This is an optimization exercise on Yosys and OpenROAD, whose aim is small area and a short achievable clock period, not a production implementation.

harbor:
==> flow/design.v <==
module shifter #(
  parameter int AMOUNT = 1
) (
  input  logic [15:0] shift_in,
  output logic [15:0] shift_out
);
  assign shift_out = (shift_in << AMOUNT) | (shift_in >> (16 - AMOUNT));
endmodule
module round (
  input  logic [15:0] x_in, y_in, key_in,
  output logic [15:0] x_out, y_out
);
  logic [15:0] s1, s2, s8;
  shifter #(1) S1 (x_in, s1);
  shifter #(8) S8 (x_in, s8);
  shifter #(2) S2 (x_in, s2);
  assign x_out = (s1 & s8) ^ y_in ^ s2 ^ key_in;
  assign y_out = x_in;
endmodule
module key_gen (
  input  logic [63:0] key_in,
  input  logic        zbit,
  output logic [63:0] key_out
);
  logic [15:0] k3r3, t, tr1;
  shifter #(13) S3 (key_in[63:48], k3r3);    
  assign t = k3r3 ^ key_in[31:16];
  shifter #(15) S1 (t, tr1);                 
  assign key_out = {key_in[15:0] ^ t ^ tr1 ^ 16'hfffc ^ {15'd0, zbit}, key_in[63:16]};
endmodule
module simon32_64 (
  input  logic        clk, reset,
  input  logic        in_valid,
  input  logic [31:0] plaintext,
  input  logic [63:0] key,
  output logic        out_valid,
  output logic [31:0] ciphertext
);
  localparam logic [32:0] REG_AFTER = 33'h111111110;
  localparam int NREG = 8;
  localparam logic [31:0] Z0 = 32'hFA2561CD;
  logic [15:0] xc [0:32], yc [0:32], xs [0:32], ys [0:32];
  logic [63:0] kc [0:32], ks [0:32];
  assign xc[0] = plaintext[31:16];
  assign yc[0] = plaintext[15:0];
  assign kc[0] = key;
  genvar r;
  generate
    for (r = 0; r <= 32; r++) begin : st
      if (REG_AFTER[r]) begin : q
        logic [15:0] xq, yq;
        logic [63:0] kq;
        always_ff @(posedge clk) begin
          xq <= xc[r];
          yq <= yc[r];
          kq <= kc[r];
        end
        assign xs[r] = xq;
        assign ys[r] = yq;
        assign ks[r] = kq;
      end else begin : w
        assign xs[r] = xc[r];
        assign ys[r] = yc[r];
        assign ks[r] = kc[r];
      end
      if (r < 32) begin : rd
        round   R (xs[r], ys[r], ks[r][15:0], xc[r+1], yc[r+1]);
        key_gen K (ks[r], Z0[31-r], kc[r+1]);
      end
    end
  endgenerate
  assign ciphertext = {xs[32], ys[32]};
  logic [NREG-1:0] valid_r;
  always_ff @(posedge clk) begin
    if (reset)
      valid_r <= '0;
    else
      valid_r <= {valid_r, in_valid};
  end
  assign out_valid = valid_r[NREG-1];
endmodule
clock: 2.5 ns
lec_check: 0
cap_margin: 20
core_margin: 2
core_utilization: 40
slew_margin: 20
run.sh (not shown) runs the stock make flow with config.mk's settings and CLKGATE_MAP_FILE= SYNTH_SCRIPT=/design/flow/synth_recipe.tcl, a recipe that flattens the netlist after the stock synthesis.
No crash in harbor: every stage finished, but the layout fails its final checks due to negative setup slack.
Relative to harbor, the following input files were edited for zinc:
--- a/flow/design.v
+++ b/flow/design.v
@@ -33,14 +33,14 @@
   input  logic        in_valid,
   input  logic [31:0] plaintext,
   input  logic [63:0] key,
   output logic        out_valid,
   output logic [31:0] ciphertext
 );
-  localparam logic [32:0] REG_AFTER = 33'h111111110;
-  localparam int NREG = 8;
+  localparam logic [32:0] REG_AFTER = 33'h155555555;
+  localparam int NREG = 17;
   localparam logic [31:0] Z0 = 32'hFA2561CD;
   logic [15:0] xc [0:32], yc [0:32], xs [0:32], ys [0:32];
   logic [63:0] kc [0:32], ks [0:32];
   assign xc[0] = plaintext[31:16];
   assign yc[0] = plaintext[15:0];
   assign kc[0] = key;
==> notes.md <==
Changes observed in zinc relative to harbor: area taken by flip-flops and latches saw an increase; synthesized-area fraction occupied by and/or/nand/nor cells saw a decrease; final sum of negative setup slack saw an increase; setup slack saw an increase.
From harbor to zinc the numbers moved as follows: global-route usage -6.5 points, setup slack of the most critical reg-to-reg path shows an increase of 0.71 ns.
Taking harbor as the reference point, the post-placement cell count of zinc falls by 807.
zinc: full flow OK, the timing, design-rule and antenna checks passed
| harbor | all stages done | FAIL | negative setup slack |
No functional check of the RTL was part of any run of this note.

static timing again, ports no longer ideal:
How much do the figures lean on ideal ports? The routed layouts below were timed once more, with nothing changed but the port constraints. Step 1 sets driving cells, clkbuf_16 on the clock port and buf_2 on the other inputs (assumed; they add their load-dependent delay and slew). Step 2 also shifts input and output timing later by t, the mid clock arrival at the registers, as if the neighbouring blocks saw the same clock. a / b / c = ideal / step 1 / step 2; a / b = the first two.
run	t (ns)	setup WS [ns]	hold slack, ns	cell pins on the clock port's net
harbor	0.765	-0.330 / -0.330 / -0.848	0.379 / 0.320 / 0.443	1
zinc	0.855	0.346 / 0.267 / 0.379	0.141 / 0.087 / 0.319	1
The setup slack of harbor, which loses most, moves by 0.000 ns with the drivers and by -0.518 ns with both steps.
